Background: an optimization exercise with open tools, aiming at small area. Do not read the settings as production practice. The RTL was checked by simulation tests, not by an equivalence proof against the original design. No activity file was given, so power comes from the tool's default toggle rates.

===== flow/run.sh =====
#!/bin/bash
# Own layout flow: the standard flow (standard.sh: synthesis, floorplan,
# placement, CTS, routing, finish) with two changes:
#  - the ports are buffered with sky130_fd_sc_hd__buf_1 (one buffer per port, as
#    in the standard flow) instead of the cell buffer_ports picks by default;
#  - CTS runs with the arguments below (sink clustering settings).
# Every tool's output goes to its own log under orfs/logs/ (ORFS's per-step logs);
# make's own output goes to make.log in the work folder.
set -euo pipefail
export BUFFER_PORTS_ARGS="-buffer_cell sky130_fd_sc_hd__buf_1"
export CTS_ARGS="-sink_clustering_enable -repair_clock_nets -sink_clustering_size 25 -sink_clustering_max_diameter 80 -dont_use_dummy_load"
export MAX_REPAIR_ANTENNAS_ITER_DRT=12
bash standard.sh > make.log 2>&1

===== standard.sh =====
#!/bin/bash
# synth_recipe.tcl (not shown) runs the flow's synth.tcl, then flattens the netlist and writes it again
# the make line also repeats each setting of config.mk as NAME=value (left out here)
make -C /OpenROAD-flow-scripts/flow DESIGN_CONFIG=/design/flow/config.mk WORK_HOME=/design/flow/orfs CLKGATE_MAP_FILE= SYNTH_SCRIPT=/design/flow/synth_recipe.tcl "${@:-finish}"

===== config.mk =====
export PLATFORM = sky130hd
export DESIGN_NAME = matching_cost
export DESIGN_NICKNAME = matching_cost
export VERILOG_FILES = /design/flow/design.v
export SDC_FILE = /design/flow/constraint.sdc
export NUM_CORES = 8
export LEC_CHECK = 0
export CAP_MARGIN = 5
export CORE_MARGIN = 2
export CORE_UTILIZATION = 70
export PLACE_DENSITY = 0.8
export SLEW_MARGIN = 5

===== constraint.sdc =====
create_clock -name core_clock -period 6.67 [get_ports {clk}]
set_input_delay 1.3340 -clock core_clock [delete_from_list [all_inputs] [get_ports {clk}]]
set_output_delay 1.3340 -clock core_clock [all_outputs]
set_load 0.01 [all_outputs]

===== design.v =====
`timescale 1 ns / 1 ps
module matching_cost_pc62 (input wire [61:0] x, output wire [5:0] y);
  wire [61:0] xi = ~x;
  wire s1, c2;
  assign s1 = ~(xi[0] ^ xi[10]);
  assign c2 = xi[0] | xi[10];
  wire s3, c4;
  assign {c4, s3} = xi[11] + xi[12] + xi[13];
  wire s5, c6;
  assign {c6, s5} = xi[14] + xi[15] + xi[16];
  wire s7, c8;
  assign {c8, s7} = xi[17] + xi[18] + xi[19];
  wire s9, c10;
  assign {c10, s9} = xi[1] + xi[20] + xi[21];
  wire s11, c12;
  assign {c12, s11} = xi[22] + xi[23] + xi[24];
  wire s13, c14;
  assign {c14, s13} = xi[25] + xi[26] + xi[27];
  wire s15, c16;
  assign {c16, s15} = xi[28] + xi[29] + xi[2];
  wire s17, c18;
  assign {c18, s17} = xi[30] + xi[31] + xi[32];
  wire s19, c20;
  assign {c20, s19} = xi[33] + xi[34] + xi[35];
  wire s21, c22;
  assign {c22, s21} = xi[36] + xi[37] + xi[38];
  wire s23, c24;
  assign {c24, s23} = xi[39] + xi[3] + xi[40];
  wire s25, c26;
  assign {c26, s25} = xi[41] + xi[42] + xi[43];
  wire s27, c28;
  assign {c28, s27} = xi[44] + xi[45] + xi[46];
  wire s29, c30;
  assign {c30, s29} = xi[47] + xi[48] + xi[49];
  wire s31, c32;
  assign {c32, s31} = xi[4] + xi[50] + xi[51];
  wire s33, c34;
  assign {c34, s33} = xi[52] + xi[53] + xi[54];
  wire s35, c36;
  assign {c36, s35} = xi[55] + xi[56] + xi[57];
  wire s37, c38;
  assign {c38, s37} = xi[58] + xi[59] + xi[5];
  wire s39, c40;
  assign {c40, s39} = xi[60] + xi[61] + xi[6];
  wire s41, c42;
  assign {c42, s41} = xi[7] + xi[8] + xi[9];
  wire s43, c44;
  assign {c44, s43} = s1 + s11 + s13;
  wire s45, c46;
  assign {c46, s45} = s15 + s17 + s19;
  wire s47, c48;
  assign {c48, s47} = s21 + s23 + s25;
  wire s49, c50;
  assign {c50, s49} = s27 + s29 + s3;
  wire s51, c52;
  assign {c52, s51} = s31 + s33 + s35;
  wire s53, c54;
  assign {c54, s53} = s37 + s39 + s41;
  wire s55, c56;
  assign {c56, s55} = s5 + s7 + s9;
  wire s57, c58;
  assign {c58, s57} = s43 + s45 + s47;
  wire s59, c60;
  assign {c60, s59} = s49 + s51 + s53;
  wire s61, c62;
  assign {c62, s61} = s55 + s57 + s59;
  wire s63, c64;
  assign {c64, s63} = c2 + c10 + c12;
  wire s65, c66;
  assign {c66, s65} = c14 + c16 + c18;
  wire s67, c68;
  assign {c68, s67} = c20 + c22 + c24;
  wire s69, c70;
  assign {c70, s69} = c26 + c28 + c30;
  wire s71, c72;
  assign {c72, s71} = c32 + c34 + c36;
  wire s73, c74;
  assign {c74, s73} = c38 + c4 + c40;
  wire s75, c76;
  assign {c76, s75} = c42 + c6 + c8;
  wire s77, c78;
  assign {c78, s77} = c44 + c46 + c48;
  wire s79, c80;
  assign {c80, s79} = c50 + c52 + c54;
  wire s81, c82;
  assign {c82, s81} = c56 + s63 + s65;
  wire s83, c84;
  assign {c84, s83} = s67 + s69 + s71;
  wire s85, c86;
  assign {c86, s85} = s73 + s75 + c58;
  wire s87, c88;
  assign {c88, s87} = c60 + s77 + s79;
  wire s89, c90;
  assign {c90, s89} = s81 + s83 + c62;
  wire s91, c92;
  assign {c92, s91} = s85 + s87 + s89;
  wire s93, c94;
  assign {c94, s93} = c64 + c66 + c68;
  wire s95, c96;
  assign {c96, s95} = c70 + c72 + c74;
  wire s97, c98;
  assign {c98, s97} = c76 + c78 + c80;
  wire s99, c100;
  assign {c100, s99} = c82 + c84 + s93;
  wire s101, c102;
  assign {c102, s101} = s95 + c86 + c88;
  wire s103, c104;
  assign {c104, s103} = s97 + s99 + c90;
  wire s105, c106;
  assign {c106, s105} = s101 + c92 + s103;
  wire s107, c108;
  assign {c108, s107} = c94 + c96 + c98;
  wire s109, c110;
  assign {c110, s109} = c100 + c102 + s107;
  wire s111, c112;
  assign {c112, s111} = c104 + s109 + c106;
  wire s113, c114;
  assign {c114, s113} = c108 + c110 + c112;
  assign y = ~{c114, s113, s111, s105, s91, s61};
endmodule
module matching_cost_pc62p (input wire [61:0] x, output wire [5:0] y);
  wire s1, c2;
  assign {c2, s1} = x[0] + x[10];
  wire s3, c4;
  assign {c4, s3} = x[11] + x[12] + x[13];
  wire s5, c6;
  assign {c6, s5} = x[14] + x[15] + x[16];
  wire s7, c8;
  assign {c8, s7} = x[17] + x[18] + x[19];
  wire s9, c10;
  assign {c10, s9} = x[1] + x[20] + x[21];
  wire s11, c12;
  assign {c12, s11} = x[22] + x[23] + x[24];
  wire s13, c14;
  assign {c14, s13} = x[25] + x[26] + x[27];
  wire s15, c16;
  assign {c16, s15} = x[28] + x[29] + x[2];
  wire s17, c18;
  assign {c18, s17} = x[30] + x[31] + x[32];
  wire s19, c20;
  assign {c20, s19} = x[33] + x[34] + x[35];
  wire s21, c22;
  assign {c22, s21} = x[36] + x[37] + x[38];
  wire s23, c24;
  assign {c24, s23} = x[39] + x[3] + x[40];
  wire s25, c26;
  assign {c26, s25} = x[41] + x[42] + x[43];
  wire s27, c28;
  assign {c28, s27} = x[44] + x[45] + x[46];
  wire s29, c30;
  assign {c30, s29} = x[47] + x[48] + x[49];
  wire s31, c32;
  assign {c32, s31} = x[4] + x[50] + x[51];
  wire s33, c34;
  assign {c34, s33} = x[52] + x[53] + x[54];
  wire s35, c36;
  assign {c36, s35} = x[55] + x[56] + x[57];
  wire s37, c38;
  assign {c38, s37} = x[58] + x[59] + x[5];
  wire s39, c40;
  assign {c40, s39} = x[60] + x[61] + x[6];
  wire s41, c42;
  assign {c42, s41} = x[7] + x[8] + x[9];
  wire s43, c44;
  assign {c44, s43} = s1 + s11 + s13;
  wire s45, c46;
  assign {c46, s45} = s15 + s17 + s19;
  wire s47, c48;
  assign {c48, s47} = s21 + s23 + s25;
  wire s49, c50;
  assign {c50, s49} = s27 + s29 + s3;
  wire s51, c52;
  assign {c52, s51} = s31 + s33 + s35;
  wire s53, c54;
  assign {c54, s53} = s37 + s39 + s41;
  wire s55, c56;
  assign {c56, s55} = s5 + s7 + s9;
  wire s57, c58;
  assign {c58, s57} = s43 + s45 + s47;
  wire s59, c60;
  assign {c60, s59} = s49 + s51 + s53;
  wire s61, c62;
  assign {c62, s61} = s55 + s57 + s59;
  wire s63, c64;
  assign {c64, s63} = c2 + c10 + c12;
  wire s65, c66;
  assign {c66, s65} = c14 + c16 + c18;
  wire s67, c68;
  assign {c68, s67} = c20 + c22 + c24;
  wire s69, c70;
  assign {c70, s69} = c26 + c28 + c30;
  wire s71, c72;
  assign {c72, s71} = c32 + c34 + c36;
  wire s73, c74;
  assign {c74, s73} = c38 + c4 + c40;
  wire s75, c76;
  assign {c76, s75} = c42 + c6 + c8;
  wire s77, c78;
  assign {c78, s77} = c44 + c46 + c48;
  wire s79, c80;
  assign {c80, s79} = c50 + c52 + c54;
  wire s81, c82;
  assign {c82, s81} = c56 + s63 + s65;
  wire s83, c84;
  assign {c84, s83} = s67 + s69 + s71;
  wire s85, c86;
  assign {c86, s85} = s73 + s75 + c58;
  wire s87, c88;
  assign {c88, s87} = c60 + s77 + s79;
  wire s89, c90;
  assign {c90, s89} = s81 + s83 + c62;
  wire s91, c92;
  assign {c92, s91} = s85 + s87 + s89;
  wire s93, c94;
  assign {c94, s93} = c64 + c66 + c68;
  wire s95, c96;
  assign {c96, s95} = c70 + c72 + c74;
  wire s97, c98;
  assign {c98, s97} = c76 + c78 + c80;
  wire s99, c100;
  assign {c100, s99} = c82 + c84 + s93;
  wire s101, c102;
  assign {c102, s101} = s95 + c86 + c88;
  wire s103, c104;
  assign {c104, s103} = s97 + s99 + c90;
  wire s105, c106;
  assign {c106, s105} = s101 + c92 + s103;
  wire s107, c108;
  assign {c108, s107} = c94 + c96 + c98;
  wire s109, c110;
  assign {c110, s109} = c100 + c102 + s107;
  wire s111, c112;
  assign {c112, s111} = c104 + s109 + c106;
  wire s113, c114;
  assign {c114, s113} = c108 + c110 + c112;
  assign y = {c114, s113, s111, s105, s91, s61};
endmodule
module matching_cost
#(
	parameter  MAXDISPARITY = 64 ,
	parameter  MATCHINGCOSTBITWID = 6 ,
	parameter  INPUTDATAWID = 63,
	parameter  OUTPUTDATAWID = 385
  )
(
	input wire                      clk ,
	input wire                      en ,
	input wire[INPUTDATAWID-1:0]    leftCTstream ,
	input wire[INPUTDATAWID-1:0]    rightCTstream ,
	output wire[OUTPUTDATAWID-1:0]  MatchingCost ,
	input  wire                     rst_n
);
reg [61:0] r [0:62];       
reg [62:0] l [0:6];        
reg [6:0]  cnt;              
integer i;
always @(posedge clk)
if (en) begin
	r[0] <= rightCTstream[61:0];
	for (i = 1; i < 63; i = i + 1)
		r[i] <= r[i-1];
	l[0] <= leftCTstream;
	for (i = 1; i < 7; i = i + 1)
		l[i] <= l[i-1];
end
always @(posedge clk)
if (!rst_n)
	cnt <= 7'd0;
else if (en && cnt != 7'd71)
	cnt <= cnt + 7'd1;
wire        lvalid = (cnt >= 7'd7);      
wire [5:0]  pcl;
matching_cost_pc62p u_pcl (.x(l[6][61:0]), .y(pcl));
reg [OUTPUTDATAWID-1:0] out;     
reg [5:0]  pcl0;                 
always @(posedge clk)
if (en) begin
	out[OUTPUTDATAWID-1] <= lvalid & l[6][62];
	pcl0 <= lvalid ? pcl : 6'd0;
end
assign MatchingCost[OUTPUTDATAWID-1] = out[OUTPUTDATAWID-1];
wire [8:0] hi_gt, hi_eq;
wire [7:0] lo_ge;
genvar g;
generate
for (g = 0; g < 9; g = g + 1) begin : pre_hi
	assign hi_gt[g] = (cnt[6:3] > g);
	assign hi_eq[g] = (cnt[6:3] == g);
end
for (g = 0; g < 8; g = g + 1) begin : pre_lo
	assign lo_ge[g] = (cnt[2:0] >= g);
end
for (g = 0; g < MAXDISPARITY; g = g + 1) begin : sel
	wire valid = hi_gt[(8+g)/8] | (hi_eq[(8+g)/8] & lo_ge[(8+g)%8]);
	assign MatchingCost[6*g+5:6*g] = valid ? out[6*g+5:6*g] : pcl0;
end
endgenerate
wire [5:0] pc0;
matching_cost_pc62 u_pc0 (.x(l[6][61:0] ^ r[6]), .y(pc0));
always @(posedge clk)
if (en)
	out[5:0] <= pc0;
wire [5:0] pc1;
matching_cost_pc62 u_pc1 (.x(l[6][61:0] ^ r[7]), .y(pc1));
always @(posedge clk)
if (en)
	out[11:6] <= pc1;
wire [5:0] pc2;
matching_cost_pc62 u_pc2 (.x(l[6][61:0] ^ r[8]), .y(pc2));
always @(posedge clk)
if (en)
	out[17:12] <= pc2;
wire [5:0] pc3;
matching_cost_pc62 u_pc3 (.x(l[6][61:0] ^ r[9]), .y(pc3));
always @(posedge clk)
if (en)
	out[23:18] <= pc3;
wire [5:0] pc4;
matching_cost_pc62 u_pc4 (.x(l[6][61:0] ^ r[10]), .y(pc4));
always @(posedge clk)
if (en)
	out[29:24] <= pc4;
wire [5:0] pc5;
matching_cost_pc62 u_pc5 (.x(l[6][61:0] ^ r[11]), .y(pc5));
always @(posedge clk)
if (en)
	out[35:30] <= pc5;
wire [5:0] pc6;
matching_cost_pc62 u_pc6 (.x(l[6][61:0] ^ r[12]), .y(pc6));
always @(posedge clk)
if (en)
	out[41:36] <= pc6;
wire [5:0] pc7;
matching_cost_pc62 u_pc7 (.x(l[6][61:0] ^ r[13]), .y(pc7));
always @(posedge clk)
if (en)
	out[47:42] <= pc7;
wire [5:0] pc8;
matching_cost_pc62 u_pc8 (.x(l[6][61:0] ^ r[14]), .y(pc8));
always @(posedge clk)
if (en)
	out[53:48] <= pc8;
wire [5:0] pc9;
matching_cost_pc62 u_pc9 (.x(l[6][61:0] ^ r[15]), .y(pc9));
always @(posedge clk)
if (en)
	out[59:54] <= pc9;
wire [5:0] pc10;
matching_cost_pc62 u_pc10 (.x(l[6][61:0] ^ r[16]), .y(pc10));
always @(posedge clk)
if (en)
	out[65:60] <= pc10;
wire [5:0] pc11;
matching_cost_pc62 u_pc11 (.x(l[6][61:0] ^ r[17]), .y(pc11));
always @(posedge clk)
if (en)
	out[71:66] <= pc11;
wire [5:0] pc12;
matching_cost_pc62 u_pc12 (.x(l[6][61:0] ^ r[18]), .y(pc12));
always @(posedge clk)
if (en)
	out[77:72] <= pc12;
wire [5:0] pc13;
matching_cost_pc62 u_pc13 (.x(l[6][61:0] ^ r[19]), .y(pc13));
always @(posedge clk)
if (en)
	out[83:78] <= pc13;
wire [5:0] pc14;
matching_cost_pc62 u_pc14 (.x(l[6][61:0] ^ r[20]), .y(pc14));
always @(posedge clk)
if (en)
	out[89:84] <= pc14;
wire [5:0] pc15;
matching_cost_pc62 u_pc15 (.x(l[6][61:0] ^ r[21]), .y(pc15));
always @(posedge clk)
if (en)
	out[95:90] <= pc15;
wire [5:0] pc16;
matching_cost_pc62 u_pc16 (.x(l[6][61:0] ^ r[22]), .y(pc16));
always @(posedge clk)
if (en)
	out[101:96] <= pc16;
wire [5:0] pc17;
matching_cost_pc62 u_pc17 (.x(l[6][61:0] ^ r[23]), .y(pc17));
always @(posedge clk)
if (en)
	out[107:102] <= pc17;
wire [5:0] pc18;
matching_cost_pc62 u_pc18 (.x(l[6][61:0] ^ r[24]), .y(pc18));
always @(posedge clk)
if (en)
	out[113:108] <= pc18;
wire [5:0] pc19;
matching_cost_pc62 u_pc19 (.x(l[6][61:0] ^ r[25]), .y(pc19));
always @(posedge clk)
if (en)
	out[119:114] <= pc19;
wire [5:0] pc20;
matching_cost_pc62 u_pc20 (.x(l[6][61:0] ^ r[26]), .y(pc20));
always @(posedge clk)
if (en)
	out[125:120] <= pc20;
wire [5:0] pc21;
matching_cost_pc62 u_pc21 (.x(l[6][61:0] ^ r[27]), .y(pc21));
always @(posedge clk)
if (en)
	out[131:126] <= pc21;
wire [5:0] pc22;
matching_cost_pc62 u_pc22 (.x(l[6][61:0] ^ r[28]), .y(pc22));
always @(posedge clk)
if (en)
	out[137:132] <= pc22;
wire [5:0] pc23;
matching_cost_pc62 u_pc23 (.x(l[6][61:0] ^ r[29]), .y(pc23));
always @(posedge clk)
if (en)
	out[143:138] <= pc23;
wire [5:0] pc24;
matching_cost_pc62 u_pc24 (.x(l[6][61:0] ^ r[30]), .y(pc24));
always @(posedge clk)
if (en)
	out[149:144] <= pc24;
wire [5:0] pc25;
matching_cost_pc62 u_pc25 (.x(l[6][61:0] ^ r[31]), .y(pc25));
always @(posedge clk)
if (en)
	out[155:150] <= pc25;
wire [5:0] pc26;
matching_cost_pc62 u_pc26 (.x(l[6][61:0] ^ r[32]), .y(pc26));
always @(posedge clk)
if (en)
	out[161:156] <= pc26;
wire [5:0] pc27;
matching_cost_pc62 u_pc27 (.x(l[6][61:0] ^ r[33]), .y(pc27));
always @(posedge clk)
if (en)
	out[167:162] <= pc27;
wire [5:0] pc28;
matching_cost_pc62 u_pc28 (.x(l[6][61:0] ^ r[34]), .y(pc28));
always @(posedge clk)
if (en)
	out[173:168] <= pc28;
wire [5:0] pc29;
matching_cost_pc62 u_pc29 (.x(l[6][61:0] ^ r[35]), .y(pc29));
always @(posedge clk)
if (en)
	out[179:174] <= pc29;
wire [5:0] pc30;
matching_cost_pc62 u_pc30 (.x(l[6][61:0] ^ r[36]), .y(pc30));
always @(posedge clk)
if (en)
	out[185:180] <= pc30;
wire [5:0] pc31;
matching_cost_pc62 u_pc31 (.x(l[6][61:0] ^ r[37]), .y(pc31));
always @(posedge clk)
if (en)
	out[191:186] <= pc31;
wire [5:0] pc32;
matching_cost_pc62 u_pc32 (.x(l[6][61:0] ^ r[38]), .y(pc32));
always @(posedge clk)
if (en)
	out[197:192] <= pc32;
wire [5:0] pc33;
matching_cost_pc62 u_pc33 (.x(l[6][61:0] ^ r[39]), .y(pc33));
always @(posedge clk)
if (en)
	out[203:198] <= pc33;
wire [5:0] pc34;
matching_cost_pc62 u_pc34 (.x(l[6][61:0] ^ r[40]), .y(pc34));
always @(posedge clk)
if (en)
	out[209:204] <= pc34;
wire [5:0] pc35;
matching_cost_pc62 u_pc35 (.x(l[6][61:0] ^ r[41]), .y(pc35));
always @(posedge clk)
if (en)
	out[215:210] <= pc35;
wire [5:0] pc36;
matching_cost_pc62 u_pc36 (.x(l[6][61:0] ^ r[42]), .y(pc36));
always @(posedge clk)
if (en)
	out[221:216] <= pc36;
wire [5:0] pc37;
matching_cost_pc62 u_pc37 (.x(l[6][61:0] ^ r[43]), .y(pc37));
always @(posedge clk)
if (en)
	out[227:222] <= pc37;
wire [5:0] pc38;
matching_cost_pc62 u_pc38 (.x(l[6][61:0] ^ r[44]), .y(pc38));
always @(posedge clk)
if (en)
	out[233:228] <= pc38;
wire [5:0] pc39;
matching_cost_pc62 u_pc39 (.x(l[6][61:0] ^ r[45]), .y(pc39));
always @(posedge clk)
if (en)
	out[239:234] <= pc39;
wire [5:0] pc40;
matching_cost_pc62 u_pc40 (.x(l[6][61:0] ^ r[46]), .y(pc40));
always @(posedge clk)
if (en)
	out[245:240] <= pc40;
wire [5:0] pc41;
matching_cost_pc62 u_pc41 (.x(l[6][61:0] ^ r[47]), .y(pc41));
always @(posedge clk)
if (en)
	out[251:246] <= pc41;
wire [5:0] pc42;
matching_cost_pc62 u_pc42 (.x(l[6][61:0] ^ r[48]), .y(pc42));
always @(posedge clk)
if (en)
	out[257:252] <= pc42;
wire [5:0] pc43;
matching_cost_pc62 u_pc43 (.x(l[6][61:0] ^ r[49]), .y(pc43));
always @(posedge clk)
if (en)
	out[263:258] <= pc43;
wire [5:0] pc44;
matching_cost_pc62 u_pc44 (.x(l[6][61:0] ^ r[50]), .y(pc44));
always @(posedge clk)
if (en)
	out[269:264] <= pc44;
wire [5:0] pc45;
matching_cost_pc62 u_pc45 (.x(l[6][61:0] ^ r[51]), .y(pc45));
always @(posedge clk)
if (en)
	out[275:270] <= pc45;
wire [5:0] pc46;
matching_cost_pc62 u_pc46 (.x(l[6][61:0] ^ r[52]), .y(pc46));
always @(posedge clk)
if (en)
	out[281:276] <= pc46;
wire [5:0] pc47;
matching_cost_pc62 u_pc47 (.x(l[6][61:0] ^ r[53]), .y(pc47));
always @(posedge clk)
if (en)
	out[287:282] <= pc47;
wire [5:0] pc48;
matching_cost_pc62 u_pc48 (.x(l[6][61:0] ^ r[54]), .y(pc48));
always @(posedge clk)
if (en)
	out[293:288] <= pc48;
wire [5:0] pc49;
matching_cost_pc62 u_pc49 (.x(l[6][61:0] ^ r[55]), .y(pc49));
always @(posedge clk)
if (en)
	out[299:294] <= pc49;
wire [5:0] pc50;
matching_cost_pc62 u_pc50 (.x(l[6][61:0] ^ r[56]), .y(pc50));
always @(posedge clk)
if (en)
	out[305:300] <= pc50;
wire [5:0] pc51;
matching_cost_pc62 u_pc51 (.x(l[6][61:0] ^ r[57]), .y(pc51));
always @(posedge clk)
if (en)
	out[311:306] <= pc51;
wire [5:0] pc52;
matching_cost_pc62 u_pc52 (.x(l[6][61:0] ^ r[58]), .y(pc52));
always @(posedge clk)
if (en)
	out[317:312] <= pc52;
wire [5:0] pc53;
matching_cost_pc62 u_pc53 (.x(l[6][61:0] ^ r[59]), .y(pc53));
always @(posedge clk)
if (en)
	out[323:318] <= pc53;
wire [5:0] pc54;
matching_cost_pc62 u_pc54 (.x(l[6][61:0] ^ r[60]), .y(pc54));
always @(posedge clk)
if (en)
	out[329:324] <= pc54;
wire [5:0] pc55;
matching_cost_pc62 u_pc55 (.x(l[6][61:0] ^ r[61]), .y(pc55));
always @(posedge clk)
if (en)
	out[335:330] <= pc55;
wire [5:0] pc56;
matching_cost_pc62 u_pc56 (.x(l[6][61:0] ^ r[62]), .y(pc56));
always @(posedge clk)
if (en)
	out[341:336] <= pc56;
wire [5:0] pc57;
matching_cost_pc62 u_pc57 (.x(l[5][61:0] ^ r[62]), .y(pc57));
reg [5:0] res57 [0:0];
always @(posedge clk)
if (en) begin
	res57[0] <= pc57;
end
always @(posedge clk)
if (en)
	out[347:342] <= res57[0];
wire [5:0] pc58;
matching_cost_pc62 u_pc58 (.x(l[4][61:0] ^ r[62]), .y(pc58));
reg [5:0] res58 [0:1];
always @(posedge clk)
if (en) begin
	res58[0] <= pc58;
	res58[1] <= res58[0];
end
always @(posedge clk)
if (en)
	out[353:348] <= res58[1];
wire [5:0] pc59;
matching_cost_pc62 u_pc59 (.x(l[3][61:0] ^ r[62]), .y(pc59));
reg [5:0] res59 [0:2];
always @(posedge clk)
if (en) begin
	res59[0] <= pc59;
	res59[1] <= res59[0];
	res59[2] <= res59[1];
end
always @(posedge clk)
if (en)
	out[359:354] <= res59[2];
wire [5:0] pc60;
matching_cost_pc62 u_pc60 (.x(l[2][61:0] ^ r[62]), .y(pc60));
reg [5:0] res60 [0:3];
always @(posedge clk)
if (en) begin
	res60[0] <= pc60;
	res60[1] <= res60[0];
	res60[2] <= res60[1];
	res60[3] <= res60[2];
end
always @(posedge clk)
if (en)
	out[365:360] <= res60[3];
wire [5:0] pc61;
matching_cost_pc62 u_pc61 (.x(l[1][61:0] ^ r[62]), .y(pc61));
reg [5:0] res61 [0:4];
always @(posedge clk)
if (en) begin
	res61[0] <= pc61;
	res61[1] <= res61[0];
	res61[2] <= res61[1];
	res61[3] <= res61[2];
	res61[4] <= res61[3];
end
always @(posedge clk)
if (en)
	out[371:366] <= res61[4];
wire [5:0] pc62;
matching_cost_pc62 u_pc62 (.x(l[0][61:0] ^ r[62]), .y(pc62));
reg [5:0] res62 [0:5];
always @(posedge clk)
if (en) begin
	res62[0] <= pc62;
	res62[1] <= res62[0];
	res62[2] <= res62[1];
	res62[3] <= res62[2];
	res62[4] <= res62[3];
	res62[5] <= res62[4];
end
always @(posedge clk)
if (en)
	out[377:372] <= res62[5];
wire [5:0] pc63;
matching_cost_pc62 u_pc63 (.x(leftCTstream[61:0] ^ r[62]), .y(pc63));
reg [5:0] res63 [0:6];
always @(posedge clk)
if (en) begin
	res63[0] <= pc63;
	res63[1] <= res63[0];
	res63[2] <= res63[1];
	res63[3] <= res63[2];
	res63[4] <= res63[3];
	res63[5] <= res63[4];
	res63[6] <= res63[5];
end
always @(posedge clk)
if (en)
	out[383:378] <= res63[6];
endmodule

==> impl_results.md, run 1 <==
* Root Buffer: clkbuf_16
* First-pass GRT wire length at 1045000 microns
* Final min period at between 6000 and 7000 ps
* Via count at around 130k
* Ys flop type: edfxtp_1
* Syn nets at approximately 18000
* Post-Syn Area at between 0.2 and 0.3 sq mm
* CTS tree: done
* Hold wc startpoint: l[1][62]
* CTS H-tree depth at 4
* Global-route usage over all layers at a little over 40%
* Area after DPL at 0.2750 sq mm
* # DRC at 0
* Setup-failing EPs final at 0
* IO Port Bufs at 512
* PwrDens at around 580 mW/mm^2
* ANT nets after route at 0
* Worst Path Arrival at between 7000 and 8000 ps
* Total Power at about 160 mW
* Yosys cell types at between 50 and 60
* Area growth from synthesis to layout at 6.061%
* Core ar. at roughly 0.38 sq mm
* Post-synth ARST share at 0%
* Initial antenna violation count at 28
* Commonest non-fill, non-tap cell in the layout: edfxtp_1
* Largest net degree at the start of global routing at about 170
* Period utilisation layout at slightly below 100%
* IO Count at roughly 510
* Clock Skew at between 100 and 150 ps
* Max Fclk at about 150 MHz
* Post-detail-place hpwl at 572400 microns
* Dpl cells at roughly 19000
* Leakage at 101.0 nW
* Pre-CTS setup slack at 146.4 ps
* Crit-path max FO at 7
* Reg2reg setup slack at roughly 140 ps
* Final setup margin at 144.2 ps
* Nets at 18270
* CTS Sinks at just under 5000
* Rows at about 230
* Initial core utilization at a little over two thirds
* Synthesized flop and latch total at a little under 5000
* Layout cells sized above 1 at 6.943%
* Post-synthesis cell count at 13930
* Die Ht at ~620 microns
* Die width at 619.1 microns
* Iteration-0 DRC Markers at approximately 19000
* Clk pin slew, worst setup/hold paths at about 90 ps
* Hold Path Class: register to register
* Worst Reg2Reg Path Length in Cells at 11
* WL final at approximately 750000 microns
* Critical path type: register to register
* Worst VDD drop at approximately 2.3 mV
* Final hold slack at between 400 and 500 ps
* Post-CTS Resized at 0
* Status: timing/DRC/antenna clean
* Most frequent cells in the layout: edfxtp_1, xor2_1, fa_1, buf_1, mux2_2
* Wire per inst at between 30 and 40 microns
* CTS buffer count at 233
* GR Overflow Total at 0
* Final TNS setup at 0 ps
* Critical R2R Capture: out[256]
* RSZ-0062 raised after global routing: no
* Setup crit end kind: register
* Vias in the first global route at 135900
* GPL Wtd Cong at ~1
* Pre-antenna DRT Iters at 6
* Max-cap violations at 0
* CTS Hold Bufs at 0
* Number of flops mapped to enable cells by yosys at a little under 5000
* Max transition margin at approximately 8.7%
* CP startpoint: l[6][7]
* Clock latency on the worst-skew pair at 1020 ps
* Cell area after layout at between 0.2 and 0.3 sq mm
* Full die area at between 0.3 and 0.4 sq mm
* WP data required at roughly 7400 ps
* Max Slew Vio Count at 0
* Longest Clk Path Bufs at 4
* CP Launch Type: register
* Sequential share of the synthesized area at between 50% and 60%
* Via/cell ratio at about 6.6
* Mean Syn Cell Area at between 15 and 20 sq um
* Layout Cells excl Fill at 19440
* Crit path to: out[256]
* Setup Fix Bufs, Post-CTS at 0
* Hold Fails Final Rpt at 0
* YS warnings at 19
* Launching point of the worst reg2reg path: l[6][7]
* Post-layout util at approximately three quarters
* Worst Max-Slew Pin Slew at approximately 1400 ps
[area by class of cell]
class / instances / area, sq um
Sequential cell: 4913 / 147500
Multi-Input combinational cell: 8203 / 114000
Fill cell: 21370 / 95200
Timing Repair Buffer: 838 / 6350
Tap cell: 4994 / 6248
Clock buffer: 233 / 5831
Inverter: 245 / 919.6
Antenna cell: 17 / 42.54
[flip-flops by register name, summed over array words and instances, names as in the netlist]
| name | cells |
|---|---|
| res62 | 36 |
| res60 | 24 |
| cnt | 7 |
| res59 | 18 |
| res58 | 12 |
| res63 | 42 |
| res61 | 30 |
| r | 3906 |
| res57 | 6 |
| l | 441 |
| pcl0 | 6 |
| out | 385 |
[worst max-delay path: stages (launching register included)]
cell	delay [ps]
edfxtp_1	1100
buf_4	390
xor2_1	250
fa_1	450
fa_1	530
fa_1	580
fa_1	490
fa_1	450
fa_1	510
fa_1	470
fa_1	460
fa_1	490
[metal layers]
metal  vias up  routed length (microns)  global-route usage [%]  part of all wire, %
met5         -                       99                       0                0.013
met2      9685                   329700                   57.86                   44
li1      47800                        -                       -                    -
met1     69080                   272600                   58.34                   36
met3      1584                    99170                   11.26                   13
met4        14                    49650                   21.33                  6.6
[cell usage after synthesis (2+ instances only)]
master,number,share of area (%)
xnor2_1,262,0.87
o21a_1,2,0.0057
mux2_4,30,0.17
a21oi_1,5,0.0094
or3_1,5,0.012
dfxtp_1,7,0.053
a211o_1,3,0.0099
o21ai_2,6,0.020
o21ai_0,4,0.0076
edfxtp_1,4906,56
a21o_1,6,0.017
o22ai_2,4,0.019
ha_1,69,0.33
a21oi_2,17,0.056
clkbuf_1,279,0.40
nand2b_1,3,0.0071
nand2_1,25,0.035
a21oi_4,4,0.025
mux2_1,3,0.013
o21ai_1,3,0.0057
fa_1,3640,28
mux2i_1,2,0.0076
and2_1,8,0.019
nor2_1,6,0.0085
or3_4,2,0.0085
buf_1,79,0.11
o21ai_4,3,0.018
mux2_2,345,1.5
nand3_1,6,0.011
nand4_1,2,0.0047
buf_4,9,0.026
a31oi_2,4,0.019
a211oi_4,2,0.015
or2_2,3,0.0071
inv_1,245,0.35
a31oi_1,2,0.0047
buf_6,5,0.021
buf_2,195,0.37
xor2_1,3707,12
a21boi_1,2,0.0057
[cell families (layout without fill, tap and decap cells)]
logic type	Yosys count	count (layout)	synth area share, %
buffers and inverters	812	1316	1.270
flip-flops	4913	4913	55.68
AO/OA/AOI/OAI	74	74	0.2697
other	0	17	0
AND/OR/NAND/NOR	71	71	0.1644
XOR/XNOR	3969	3969	13.12
multiplexers	380	380	1.657
adder cells (fa/ha/maj)	3709	3709	27.84
[worst min-delay path by stage]
stage	end	slack (ps)	cells past startpoint
2_1_floorplan	l[1][62]	400	0
3_3_place_gp	r[4][27]	400	0
3_5_place_dp	l[5][62]	400	0
4_1_cts	r[0][20]	400	1
5_1_grt	l[2][62]	400	0
6_report	l[2][62]	410	0
[power breakdown]
group          switching, mW  internal (mW)  leakage (nW)  total [mW]
Sequential              2.32           46.0          48.1        48.4
Combinational           55.1           42.7          50.1        97.8
Clock                   9.24           6.21          2.87        15.5
==> run 2: changes to the inputs <==
--- a/flow/run.sh
+++ b/flow/run.sh
@@ -12,2 +12,3 @@
 export MAX_REPAIR_ANTENNAS_ITER_DRT=12
+export RECOVER_POWER=100
 bash standard.sh > make.log 2>&1
--- a/config.mk
+++ b/config.mk
@@ -7,3 +7,3 @@
 export LEC_CHECK = 0
-export CAP_MARGIN = 5
+export CAP_MARGIN = 20
 export CORE_MARGIN = 2
@@ -11,2 +11,2 @@
 export PLACE_DENSITY = 0.8
-export SLEW_MARGIN = 5
+export SLEW_MARGIN = 20
==> run 2 against run 1 <==
Net effect:
- clock-buffer cell count increased by 1
- largest cell class unchanged
- critical endpoint is now MatchingCost[92]
- via count grew 0.20%
- global-route usage is essentially flat
- the layout now fails its checks (max-capacitance violations, max-slew violations)
- largest power group unchanged
==> impl_results.md, run 2 <==
* Status: complete, but fails checks (was timing/DRC/antenna clean)
* Layout Check Failures: max-capacitance violations, max-slew violations
* Nets at 18270 (about the same)
* Worst Path Arrival at 5490 ps (was 7240 ps)
* Synth area leaders: edfxtp_1, fa_1, xor2_1 (unchanged)
* Worst VDD drop at 2.234 mV (was 2.327 mV)
* CP bufs+invs at 2 (was 1)
* Hold Path Class: register to register (unchanged)
* Largest register FFs at 3906 (unchanged)
* Syn nets at 17770 (unchanged)
* CTS tree: done (unchanged)
* Longest Clk Path Bufs at 4 (unchanged)
* RSZ-0062 raised after global routing: no (unchanged)
* IO Count at 514 (unchanged)
* Slowest CP cell: a31oi_1 (was edfxtp_1)
* Commonest non-fill, non-tap cell in the layout: edfxtp_1 (unchanged)
* Most frequent cells in the layout: edfxtp_1, xor2_1, fa_1, buf_1, xnor2_1 (was edfxtp_1, xor2_1, fa_1, buf_1, mux2_2)
* Post-synth ARST share at 0% (unchanged)
* Clock Skew at 187.6 ps (was 133.3 ps)
* Via count at 128400 (was 128200)
* Post-Syn Area at 0.2649 sq mm (unchanged)
* Die Ht at 619.1 microns (unchanged)
* CP Launch Type: register (unchanged)
* WL final at 751100 microns (was 751200 microns)
* Crit path largest cell delay at 1110 ps (was 1100 ps)
* Largest register by flop count: r (unchanged)
* Top cells by count, synth: edfxtp_1, xor2_1, fa_1 (unchanged)
* Setup crit end kind: primary output (was register)
* Post-layout util at 74.47% (was 74.69%)
* Core ar. at 0.3761 sq mm (unchanged)
* Die width at 619.1 microns (unchanged)
* Biggest regs: r x3906, l x441, out x385 (unchanged)
* Crit path cell chain: clkbuf_2 -> ha_1 -> ha_1 -> a31oi_1 -> a21oi_1 -> mux2_1 -> buf_1 (was buf_4 -> xor2_1 -> fa_1 -> fa_1 -> fa_1 -> fa_1 -> fa_1 -> fa_1 -> fa_1 -> fa_1 -> fa_1)
* PwrDens at 577.3 mW/mm^2 (was 575.3 mW/mm^2)
* Root Buffer: clkbuf_16 (unchanged)
* Clk pin slew, worst setup/hold paths at 100 ps (was 90 ps)
* Post-CTS Resized at 0 (unchanged)
* Number of flops mapped to enable cells by yosys at 4906 (unchanged)
* IO Port Bufs at 512 (unchanged)
* Crit-path max FO at 13 (was 7)
* # DRC at 0 (unchanged)
* Wire per inst at 38.62 microns (was 38.64 microns)
* Final hold slack at 389.7 ps (was 405.7 ps)
* GPL Wtd Cong at 1.025 (unchanged)
* Setup-failing EPs final at 6 (was 0)
* Yosys cell types at 58 (unchanged)
* CTS buffer count at 234 (was 233)
* CTS Hold Bufs at 0 (unchanged)
* Post-synthesis cell count at 13930 (unchanged)
* Area growth from synthesis to layout at 5.752% (was 6.061%)
* Crit-path leading delay family: compound AO/OA/AOI/OAI gates (was adder cells)
* Rows at 225 (unchanged)
* Synth top area share at 55.62% (unchanged)
* Initial antenna violation count at 37 (was 28)
* Sequential share of the synthesized area at 55.68% (unchanged)
* First-pass GRT wire length at 1046000 microns (was 1045000 microns)
* Pre-antenna DRT Iters at 6 (unchanged)
* Ys flop type: edfxtp_1 (unchanged)
* Global-route usage over all layers at 40.55% (was 40.56%)
* Max Fclk at 146.5 MHz (was 153.2 MHz)
* Hold Fails Final Rpt at 0 (unchanged)
* Period utilisation layout at 102.3% (was 97.84%)
* GR Overflow Total at 0 (unchanged)
* Cell taking the most area after synthesis: edfxtp_1 (unchanged)
* WP data required at 5340 ps (was 7380 ps)
* Initial core utilization at 70.42% (unchanged)
* Max Slew Vio Count at 2538 (was 0)
* Worst path most repeated cell: ha_1 (was fa_1)
* Leakage at 100.7 nW (was 101.0 nW)
* Full die area at 0.3833 sq mm (unchanged)
* Layout cells sized above 1 at 5.653% (was 6.943%)
* Max transition margin at -238.4% (was 8.677%)
* Synthesized flop and latch total at 4913 (unchanged)
* YS warnings at 19 (unchanged)
* CTS Sinks at 4913 (unchanged)
* Iteration-0 DRC Markers at 18820 (was 18720)
* Total Power at 161.7 mW (was 161.6 mW)
* Clock latency on the worst-skew pair at 1050 ps (was 1020 ps)
* Post-detail-place hpwl at 572700 microns (was 572400 microns)
* Worst Max-Slew Pin Slew at 5077 ps (was 1370 ps)
* Vias in the first global route at 136400 (was 135900)
* Top-count cell post-synth: edfxtp_1 (unchanged)
* CTS H-tree depth at 4 (unchanged)
* Mean Syn Cell Area at 19.02 sq um (unchanged)
* Final min period at 6824 ps (was 6526 ps)
* Setup Fix Bufs, Post-CTS at 0 (unchanged)
* Max-cap violations at 43 (was 0)
* ANT nets after route at 0 (unchanged)
* Critical path type: register to primary output (was register to register)
* Via/cell ratio at 6.604 (was 6.592)
* Largest net degree at the start of global routing at 173 (unchanged)
run 2: per-layer routing:
layer | GRT usage, % | routed length, microns
met3 | 11.82 | 100900
met4 | 21.69 | 50940
met2 | 57.67 | 328600
met5 | 0.2273 | 213
met1 | 57.89 | 270400
run 2: path summary, 6_finish.rpt:
kind | from | end | slack [ps] | cells past startpoint
max | cnt[1] | MatchingCost[92] | -150 | 7
min | r[3][11] | r[4][11] | 390 | 0
max reg2reg | l[6][8] | out[100] | 150 | 11
min reg2reg | r[3][11] | r[4][11] | 390 | 0
run 2: cells by family after synthesis:
group,synth area share (%)
mux,1.657
xor+xnor,13.12
fa+ha+maj,27.84
compound gates,0.2697
buf+inv,1.270
flops,55.68
simple gates,0.1644
run 2: where the power goes:
group / switching, mW / total [mW] / internal [mW] / leakage, nW
registers: 2.32 / 48.4 / 46.1 / 48.1
clock network: 9.25 / 15.5 / 6.23 / 2.88
logic: 55.1 / 97.8 / 42.7 / 49.7
total: 66.7 / 162 / 95.0 / 101
run 2: metrics by stage:
step	cells	worst slack, ps	instance area (sq um)	TNS [ps]
6_report	19450	-153.7	280100	-638.0
5_1_grt	19430	37.79	280100	0
4_1_cts	19430	193.3	280900	0
3_5_place_dp	19190	162.1	275000	0
3_3_place_gp	19190	159.5	275000	0
2_1_floorplan	13930	652.7	264900	0
run 2: final cells by class:
cell class | instances | area (sq um)
diodes | 19 | 47.55
fillers | 21520 | 96020
repair buffers | 839 | 5809
inverters | 245 | 919.6
well taps | 4994 | 6248
clock buffers | 234 | 5856
multi-input cells | 8203 | 113800
flip-flops and latches | 4913 | 147500
run 2: worst register-to-register path, cell delays in order (launching register included):
cell and delay, ps:
edfxtp_1 1140, buf_12 330, xor2_1 290, fa_1 470, fa_1 530, fa_1 630
fa_1 490, fa_1 440, fa_1 510, fa_1 470, fa_1 460, fa_1 480
==> run 3: changes to the inputs <==
--- a/flow/run.sh
+++ b/flow/run.sh
@@ -11,4 +11,2 @@
 export CTS_ARGS="-sink_clustering_enable -repair_clock_nets -sink_clustering_size 25 -sink_clustering_max_diameter 80 -dont_use_dummy_load"
-export MAX_REPAIR_ANTENNAS_ITER_DRT=12
-export RECOVER_POWER=100
 bash standard.sh > make.log 2>&1
--- a/config.mk
+++ b/config.mk
@@ -9,4 +9,4 @@
 export CORE_MARGIN = 2
-export CORE_UTILIZATION = 70
-export PLACE_DENSITY = 0.8
+export CORE_UTILIZATION = 60
+export PLACE_DENSITY = 0.72
 export SLEW_MARGIN = 20
==> run 3 against run 2 <==
Net effect:
- now clean on timing, DRC and antenna
- non-clock buffer count fell by 12
- routed wire length is 2.5% higher
- sequential share of layout area decreased by 0.48 points
- global-route usage fell by 5.3 points
- fmax increased by 7.5%
- clock-buffer cell count is 28 higher
- synthesized area unchanged
- clock skew is 120 ps lower
- cell count grew 4.8%
- clock power increased by 7%
==> impl_results.md, run 3 <==
* Initial core utilization at 60.12% (was 70.42%)
* Core ar. at 0.4405 sq mm (was 0.3761 sq mm)
* Yosys cell types at 58 (unchanged)
* Ys flop type: edfxtp_1 (unchanged)
* ANT nets after route at 0 (unchanged)
* Crit path cell chain: buf_12 -> xor2_1 -> fa_1 -> fa_1 -> fa_1 -> fa_1 -> fa_1 -> fa_1 -> fa_1 -> fa_1 -> fa_1 (was clkbuf_2 -> ha_1 -> ha_1 -> a31oi_1 -> a21oi_1 -> mux2_1 -> buf_1)
* Vias in the first global route at 134000 (was 136400)
* WL final at 769700 microns (was 751100 microns)
* Period utilisation layout at 95.13% (was 102.3%)
* Pre-CTS setup slack at 247.2 ps (was 162.1 ps)
* Cell taking the most area after synthesis: edfxtp_1 (unchanged)
* Worst Path Arrival at 7050 ps (was 5490 ps)
* PwrDens at 572.8 mW/mm^2 (was 577.3 mW/mm^2)
* Clk pin slew, worst setup/hold paths at 90 ps (was 100 ps)
* Sw Share at 40.83% (was 41.25%)
* Crit path largest cell delay at 940 ps (was 1110 ps)
* Synth area leaders: edfxtp_1, fa_1, xor2_1 (unchanged)
* Sw Pwr at 66.12 mW (was 66.70 mW)
* Global-route usage over all layers at 35.25% (was 40.55%)
* Clock Skew at 70.23 ps (was 187.6 ps)
* Post-CTS Resized at 0 (unchanged)
* Sequential power share at 29.9% (about the same)
* Number of flops mapped to enable cells by yosys at 4906 (unchanged)
* Post-detail-place hpwl at 585100 microns (was 572700 microns)
* Sequential share of the synthesized area at 55.68% (unchanged)
* Top cells by count, synth: edfxtp_1, xor2_1, fa_1 (unchanged)
* Full die area at 0.4468 sq mm (was 0.3833 sq mm)
* GPL Wtd Cong at 0.9572 (was 1.025)
* Via count at 126100 (was 128400)
* Post-synthesis cell count at 13930 (unchanged)
* Post-Syn Area at 0.2649 sq mm (unchanged)
* First-pass GRT wire length at 1063000 microns (was 1046000 microns)
* Slowest CP cell: edfxtp_1 (was a31oi_1)
* Dpl cells at 20090 (was 19190)
* Synth top area share at 55.62% (unchanged)
* Max transition margin at 18.56% (was -238.4%)
* Setup Fix Bufs, Post-CTS at 0 (unchanged)
* Total Power at 161.9 mW (was 161.7 mW)
* Final hold slack at 400.9 ps (was 389.7 ps)
* RSZ-0062 raised after global routing: no (unchanged)
* Biggest regs: r x3906, l x441, out x385 (unchanged)
* Via/cell ratio at 6.187 (was 6.604)
* CTS Sinks at 4913 (unchanged)
* Rows at 244 (was 225)
* GR Overflow Total at 0 (unchanged)
* YS warnings at 19 (unchanged)
* Clock latency on the worst-skew pair at 980 ps (was 1050 ps)
* Wire per inst at 37.78 microns (was 38.62 microns)
* WP data required at 7380 ps (was 5340 ps)
* Max-cap violations at 0 (was 43)
* Layout cells sized above 1 at 7.059% (was 5.653%)
* Most frequent cells in the layout: edfxtp_1, xor2_1, fa_1, buf_1, mux2_2 (was edfxtp_1, xor2_1, fa_1, buf_1, xnor2_1)
* Status: timing/DRC/antenna clean (was complete, but fails checks)
* Setup crit end kind: register (was primary output)
* Post-layout util at 64.17% (was 74.47%)
* Max Fclk at 157.6 MHz (was 146.5 MHz)
* CP Launch Type: register (unchanged)
* Synthesized flop and latch total at 4913 (unchanged)
* Syn nets at 17770 (unchanged)
* Power share of the combinational group at 59.9% (was 60.5%)
* Largest net degree at the start of global routing at 189 (was 173)
* Final setup margin at 325.1 ps (was -153.7 ps)
* Initial antenna violation count at 38 (was 37)
* Hold Path Class: register to register (unchanged)
* CTS H-tree depth at 5 (was 4)
* Final min period at 6345 ps (was 6824 ps)
* Clk pwr share at 10.3% (was 9.6%)
* Crit-path max FO at 24 (was 13)
* Root Buffer: clkbuf_16 (unchanged)
* Worst VDD drop at 1.039 mV (was 2.234 mV)
* CTS Hold Bufs at 0 (unchanged)
* Nets at 18290 (was 18270)
* Area after DPL at 0.2761 sq mm (was 0.2750 sq mm)
* CTS buffer count at 262 (was 234)
* Iteration-0 DRC Markers at 17210 (was 18820)
* Largest register by flop count: r (unchanged)
* Int Pwr at 95.81 mW (was 95.00 mW)
* # DRC at 0 (unchanged)
* Hold Path Cell Cnt at 0 (unchanged)
* Reg2reg setup slack at 330 ps (was 150 ps)
* Top-count cell post-synth: edfxtp_1 (unchanged)
* Leakage at 101.3 nW (was 100.7 nW)
* Pre-antenna DRT Iters at 6 (unchanged)
* Worst Max-Slew Pin Slew at 1222 ps (was 5077 ps)
* IO Port Bufs at 512 (unchanged)
* Worst Reg2Reg Path Length in Cells at 11 (unchanged)
* Layout Cells excl Fill at 20380 (was 19450)
* CTS tree: done (unchanged)
* Mean Syn Cell Area at 19.02 sq um (unchanged)
* IO Count at 514 (unchanged)
* Number of fill cells in the layout at 29930 (was 21520)
* Hold Fails Final Rpt at 0 (unchanged)
* Commonest non-fill, non-tap cell in the layout: edfxtp_1 (unchanged)
* Worst path most repeated cell: fa_1 (was ha_1)
* Critical path type: register to register (was register to primary output)
* Final TNS setup at 0 ps (was -638.0 ps)
* Cell area after layout at 0.2827 sq mm (was 0.2801 sq mm)
* Setup-failing EPs final at 0 (was 6)
* Die Ht at 668.4 microns (was 619.1 microns)
* Post-synth ARST share at 0% (unchanged)
* Area growth from synthesis to layout at 6.732% (was 5.752%)
* Die width at 668.4 microns (was 619.1 microns)
* Largest register FFs at 3906 (unchanged)
* Max Slew Vio Count at 0 (was 2538)
* Longest Clk Path Bufs at 4 (unchanged)
-- run 3: cell counts after synthesis --
No cell type changed its count.
-- run 3: cell families (layout without fill, tap and decap cells) --
logic type               Yosys count  in the layout  synth area share, %
buffers and inverters            812           1334                1.270
adder cells (fa/ha/maj)         3709           3709                27.84
multiplexers                     380            380                1.657
flip-flops                      4913           4913                55.68
AND/OR/NAND/NOR                   71             71               0.1644
AO/OA/AOI/OAI                     74             74               0.2697
XOR/XNOR                        3969           3969                13.12
other                              0             22                    0
-- run 3: power groups by stage --
stage	Clock [mW]	Sequential [mW]	Combinational (mW)
3_5_place_dp	0	48.9	98.8
3_3_place_gp	0	48.8	96.3
5_1_grt	17.8	48.5	107
6_report	16.6	48.3	97.0
4_1_cts	16.8	48.3	99.4
2_1_floorplan	0	47.5	55.0
-- run 3: layer usage --
metal  vias to the layer above  routed length (microns)  track usage, %
met1                     69380                   305000           52.19
met2                      7655                   342600           51.49
li1                      47820                        -               -
met4                        14                    39750           14.84
met5                         -                      105         0.06511
met3                      1198                    82230           7.701
-- run 3: final cells by class --
type	instances	area (sq um)	share of cell area, %
inverter	245	919.6	0.3253
antenna	22	55.05	0.01947
clock buffer	262	6556	2.319
timing repair buffer	827	6254	2.212
sequential	4913	147500	52.17
multi-input combinational	8203	114000	40.34
tap	5904	7387	2.613
-- run 3: final timing paths --
check                start        to
setup / recovery  l[6][47]   out[58]
hold / removal    r[1][28]  r[2][28]
setup reg to reg  l[6][47]   out[58]
hold reg to reg   r[1][28]  r[2][28]
-- run 3: critical path: cells and delay by family, from the launching register on --
family | cells | cell delay, ps
buffers and inverters | 1 | 380
adder cells (fa/ha/maj) | 9 | 4440
flip-flops | 1 | 940
XOR/XNOR | 1 | 270
==> run 4: changes to the inputs <==
--- a/flow/run.sh
+++ b/flow/run.sh
@@ -10,3 +10,4 @@
 export BUFFER_PORTS_ARGS="-buffer_cell sky130_fd_sc_hd__buf_1"
-export CTS_ARGS="-sink_clustering_enable -repair_clock_nets -sink_clustering_size 25 -sink_clustering_max_diameter 80 -dont_use_dummy_load"
+export CTS_ARGS="-sink_clustering_enable -repair_clock_nets -sink_clustering_size 30 -sink_clustering_max_diameter 50 -dont_use_dummy_load"
+export MAX_REPAIR_ANTENNAS_ITER_DRT=12
 bash standard.sh > make.log 2>&1
--- a/config.mk
+++ b/config.mk
@@ -9,4 +9,4 @@
 export CORE_MARGIN = 2
-export CORE_UTILIZATION = 60
-export PLACE_DENSITY = 0.72
+export CORE_UTILIZATION = 70
+export PLACE_DENSITY = 0.8
 export SLEW_MARGIN = 20
==> run 4 against run 3 <==
Net effect:
- largest cell class unchanged
- non-clock buffer count increased by 12
- fmax decreased by 2.1%
- worst hold slack worse by 22 ps
- combinational power up 0.8%
- sequential power barely moved
- largest power group unchanged
- synthesized area did not move
- setup slack worse by 130 ps
- clock power grew 37%
- synthesized cell count unchanged
- flip-flop and latch count stayed put
- clock skew increased by 26 ps
==> impl_results.md, run 4 <==
* Iteration-0 DRC Markers at 19330 (was 17210)
* CTS buffer count at 468 (was 262)
* Clk pin slew, worst setup/hold paths at 80 ps (was 90 ps)
* PwrDens at 589.2 mW/mm^2 (was 572.8 mW/mm^2)
* Most frequent cells in the layout: edfxtp_1, xor2_1, fa_1, buf_1, clkbuf_16 (was edfxtp_1, xor2_1, fa_1, buf_1, mux2_2)
* Via/cell ratio at 6.603 (was 6.187)
* Synth area leaders: edfxtp_1, fa_1, xor2_1 (unchanged)
* First-pass GRT wire length at 1060000 microns (was 1063000 microns)
* Post-detail-place hpwl at 572700 microns (was 585100 microns)
* Full die area at 0.3833 sq mm (was 0.4468 sq mm)
* Area after DPL at 0.2750 sq mm (was 0.2761 sq mm)
* Max Fclk at 154.3 MHz (was 157.6 MHz)
* Area growth from synthesis to layout at 8.283% (was 6.732%)
* Hold wc startpoint: res60[0][4] (was r[1][28])
* Post-synth ARST share at 0% (unchanged)
* Clock Skew at 96.18 ps (was 70.23 ps)
* CTS tree: done (unchanged)
* Biggest regs: r x3906, l x441, out x385 (unchanged)
* Root Buffer: clkbuf_16 (unchanged)
* Max transition margin at 17.38% (was 18.56%)
* Largest register by flop count: r (unchanged)
* Mean Syn Cell Area at 19.02 sq um (unchanged)
* Period utilisation layout at 97.15% (was 95.13%)
* Setup Fix Bufs, Post-CTS at 0 (unchanged)
* Worst Path Arrival at 7160 ps (was 7050 ps)
* Slowest CP cell: edfxtp_1 (unchanged)
* Cell area after layout at 0.2868 sq mm (was 0.2827 sq mm)
* Via count at 129900 (was 126100)
* Initial antenna violation count at 34 (was 38)
* Global-route usage over all layers at 41.04% (was 35.25%)
* Max-cap violations at 0 (unchanged)
* CTS H-tree depth at 5 (unchanged)
* WL final at 760400 microns (was 769700 microns)
* Final TNS setup at 0 ps (unchanged)
* Worst VDD drop at 2.315 mV (was 1.039 mV)
* Largest register FFs at 3906 (unchanged)
* Critical path type: register to register (unchanged)
* Crit path cell chain: buf_4 -> xor2_1 -> fa_1 -> fa_1 -> fa_1 -> fa_1 -> fa_1 -> fa_1 -> fa_1 -> fa_1 -> fa_1 (was buf_12 -> xor2_1 -> fa_1 -> fa_1 -> fa_1 -> fa_1 -> fa_1 -> fa_1 -> fa_1 -> fa_1 -> fa_1)
* Vias in the first global route at 138600 (was 134000)
* Longest Clk Path Bufs at 4 (unchanged)
* RSZ-0062 raised after global routing: no (unchanged)
* Post-CTS Resized at 0 (unchanged)
* Syn nets at 17770 (unchanged)
* Dpl cells at 19190 (was 20090)
* Commonest non-fill, non-tap cell in the layout: edfxtp_1 (unchanged)
* Final min period at 6480 ps (was 6345 ps)
* Hold Path Cell Cnt at 0 (unchanged)
* Worst path most repeated cell: fa_1 (unchanged)
* Rows at 225 (was 244)
* Post-synthesis cell count at 13930 (unchanged)
* WP data required at 7350 ps (was 7380 ps)
* Crit-path max FO at 7 (was 24)
* Critical R2R Capture: out[244] (was out[58])
* Sequential share of the synthesized area at 55.68% (unchanged)
* Leakage at 103.9 nW (was 101.3 nW)
* GPL Wtd Cong at 1.025 (was 0.9572)
* Yosys cell types at 58 (unchanged)
* IO Port Bufs at 512 (unchanged)
* IO Count at 514 (unchanged)
* CP Launch Type: register (unchanged)
* Top-count cell post-synth: edfxtp_1 (unchanged)
* GR Overflow Total at 0 (unchanged)
* Setup crit end kind: register (unchanged)
* Top cells by count, synth: edfxtp_1, xor2_1, fa_1 (unchanged)
* Die Ht at 619.1 microns (was 668.4 microns)
* Initial core utilization at 70.42% (was 60.12%)
* Number of fill cells in the layout at 20600 (was 29930)
* Reg2reg setup slack at 190 ps (was 330 ps)
* Layout Cells excl Fill at 19670 (was 20380)
* Pre-antenna DRT Iters at 6 (unchanged)
* Wire per inst at 38.65 microns (was 37.78 microns)
* Total Power at 169.0 mW (was 161.9 mW)
* Hold EP: res60[1][4] (was r[2][28])
* CTS Sinks at 4913 (unchanged)
* Hold Path Class: register to register (unchanged)
* Synthesized flop and latch total at 4913 (unchanged)
* Worst Max-Slew Pin Slew at 1238 ps (was 1222 ps)
* YS warnings at 19 (unchanged)
* Hold Fails Final Rpt at 0 (unchanged)
* Setup-failing EPs final at 0 (unchanged)
* Worst Reg2Reg Path Length in Cells at 11 (unchanged)
* Nets at 18510 (was 18290)
* Ys flop type: edfxtp_1 (unchanged)
* Cell taking the most area after synthesis: edfxtp_1 (unchanged)
* Post-Syn Area at 0.2649 sq mm (unchanged)
* Die width at 619.1 microns (was 668.4 microns)
* Synth top area share at 55.62% (unchanged)
* Clock latency on the worst-skew pair at 1020 ps (was 980 ps)
* Crit path largest cell delay at 1070 ps (was 940 ps)
* Core ar. at 0.3761 sq mm (was 0.4405 sq mm)
* ANT nets after route at 0 (unchanged)
* Status: timing/DRC/antenna clean (unchanged)
* Largest net degree at the start of global routing at 173 (was 189)
* Max Slew Vio Count at 0 (unchanged)
* # DRC at 0 (unchanged)
* Launching point of the worst reg2reg path: l[6][7] (was l[6][47])
* CTS Hold Bufs at 0 (unchanged)
* Layout cells sized above 1 at 8.447% (was 7.059%)
* Number of flops mapped to enable cells by yosys at 4906 (unchanged)
run 4: cell types whose count changed in the layout (fill, tap and decap cells not counted), sizes merged:
cell | previous run | this run
diode | 22 | 10
clkbuf | 263 | 469
buf | 826 | 838
run 4: worst max path at each step:
stage | start | to | slack (ps) | cells after the start
after floorplan | leftCTstream[7] | res63[0][4] | 650 | 10
after global routing | l[6][8] | out[10] | 110 | 11
final | l[6][7] | out[244] | 190 | 11
after CTS | l[6][8] | out[10] | 230 | 11
after detailed placement | leftCTstream[25] | res63[0][4] | 160 | 11
after global placement | leftCTstream[25] | res63[0][4] | 160 | 11
run 4: metrics by stage:
stage	utilization (%)	worst slack, ps	hold WS [ps]
2_1_floorplan	-	652.7	400.3
3_3_place_gp	73.13	159.5	400.0
3_5_place_dp	73.13	162.1	404.5
4_1_cts	76.24	225.1	377.3
5_1_grt	76.25	110.0	392.0
6_report	76.25	190.1	378.4
run 4: area by class of cell:
cell class                 instances  area, sq um  share of cell area (%)
tap                             4994         6248                   2.179
sequential                      4913       147500                   51.42
multi-input combinational       8203       114100                   39.77
timing repair buffer             839         6371                   2.221
inverter                         245        919.6                  0.3207
antenna                           10        25.02                0.008725
clock buffer                     468        11710                   4.083
run 4: metal layers:
layer	track usage, %	part of all wire (%)	vias up
met5	0.2273	0.036	-
met4	22.41	6.9	24
met3	11.88	14	1785
met2	58.14	43	10260
met1	58.66	36	69530
li1	-	-	48310
run 4: cell families after synthesis:
family | synth area share, %
compound gates | 0.2697
xor+xnor | 13.12
fa+ha+maj | 27.84
simple gates | 0.1644
mux | 1.657
flops | 55.68
buf+inv | 1.270
run 4: where the power goes:
group          switching, mW  leakage [nW]  internal [mW]  total [mW]
logic                   55.1          50.1           42.7        97.8
registers               2.33          48.1           46.1        48.4
clock network           10.6          5.77           12.2        22.7
run 4: worst max-delay path: cells and delay by family, from the launching register on:
family	cells	cell delay, ps
adders and majority gates	9	4410
DFF	1	1070
buffers and inverters	1	390
xor gates and xnor gates	1	270

==> re-timing with driven ports <==
The flow's constraints put no driver on any port. The routed layouts listed below were extracted and timed again, unchanged, in two steps.
Step 1 sets driving cells, clkbuf_16 on the clock port and buf_2 on the other inputs (assumed; they add their load-dependent delay and slew).
Step 2 times the ports against the registers' clock, not the clock port: input delays grow and output delays shrink by t, the midpoint of the rising clock arrivals with the driver on.
Three values: ideal ports, drivers, drivers and shift; two values: the first two.
| run | shift t [ns] | setup WS [ns] | hold WS [ns] | worst setup path after step 2 | clock arrival spread, ns |
|---|---|---|---|---|---|
| run 1 | 1.087 | 0.144 / 0.144 / 0.144 | 0.406 / 0.364 / 0.406 | register to register | 0.152 / 0.152 |
| run 2 | 1.080 | -0.154 / -0.277 / -0.856 | 0.390 / 0.347 / 0.390 | input to register | 0.190 / 0.190 |
| run 3 | 1.075 | 0.325 / 0.325 / 0.325 | 0.401 / 0.401 / 0.401 | register to register | 0.071 / 0.072 |
| run 4 | 1.116 | 0.190 / 0.190 / 0.174 | 0.378 / 0.356 / 0.378 | input to register | 0.140 / 0.140 |
For run 2, which loses most, drivers alone change the setup slack by -0.123 ns; drivers and shift together by -0.702 ns.
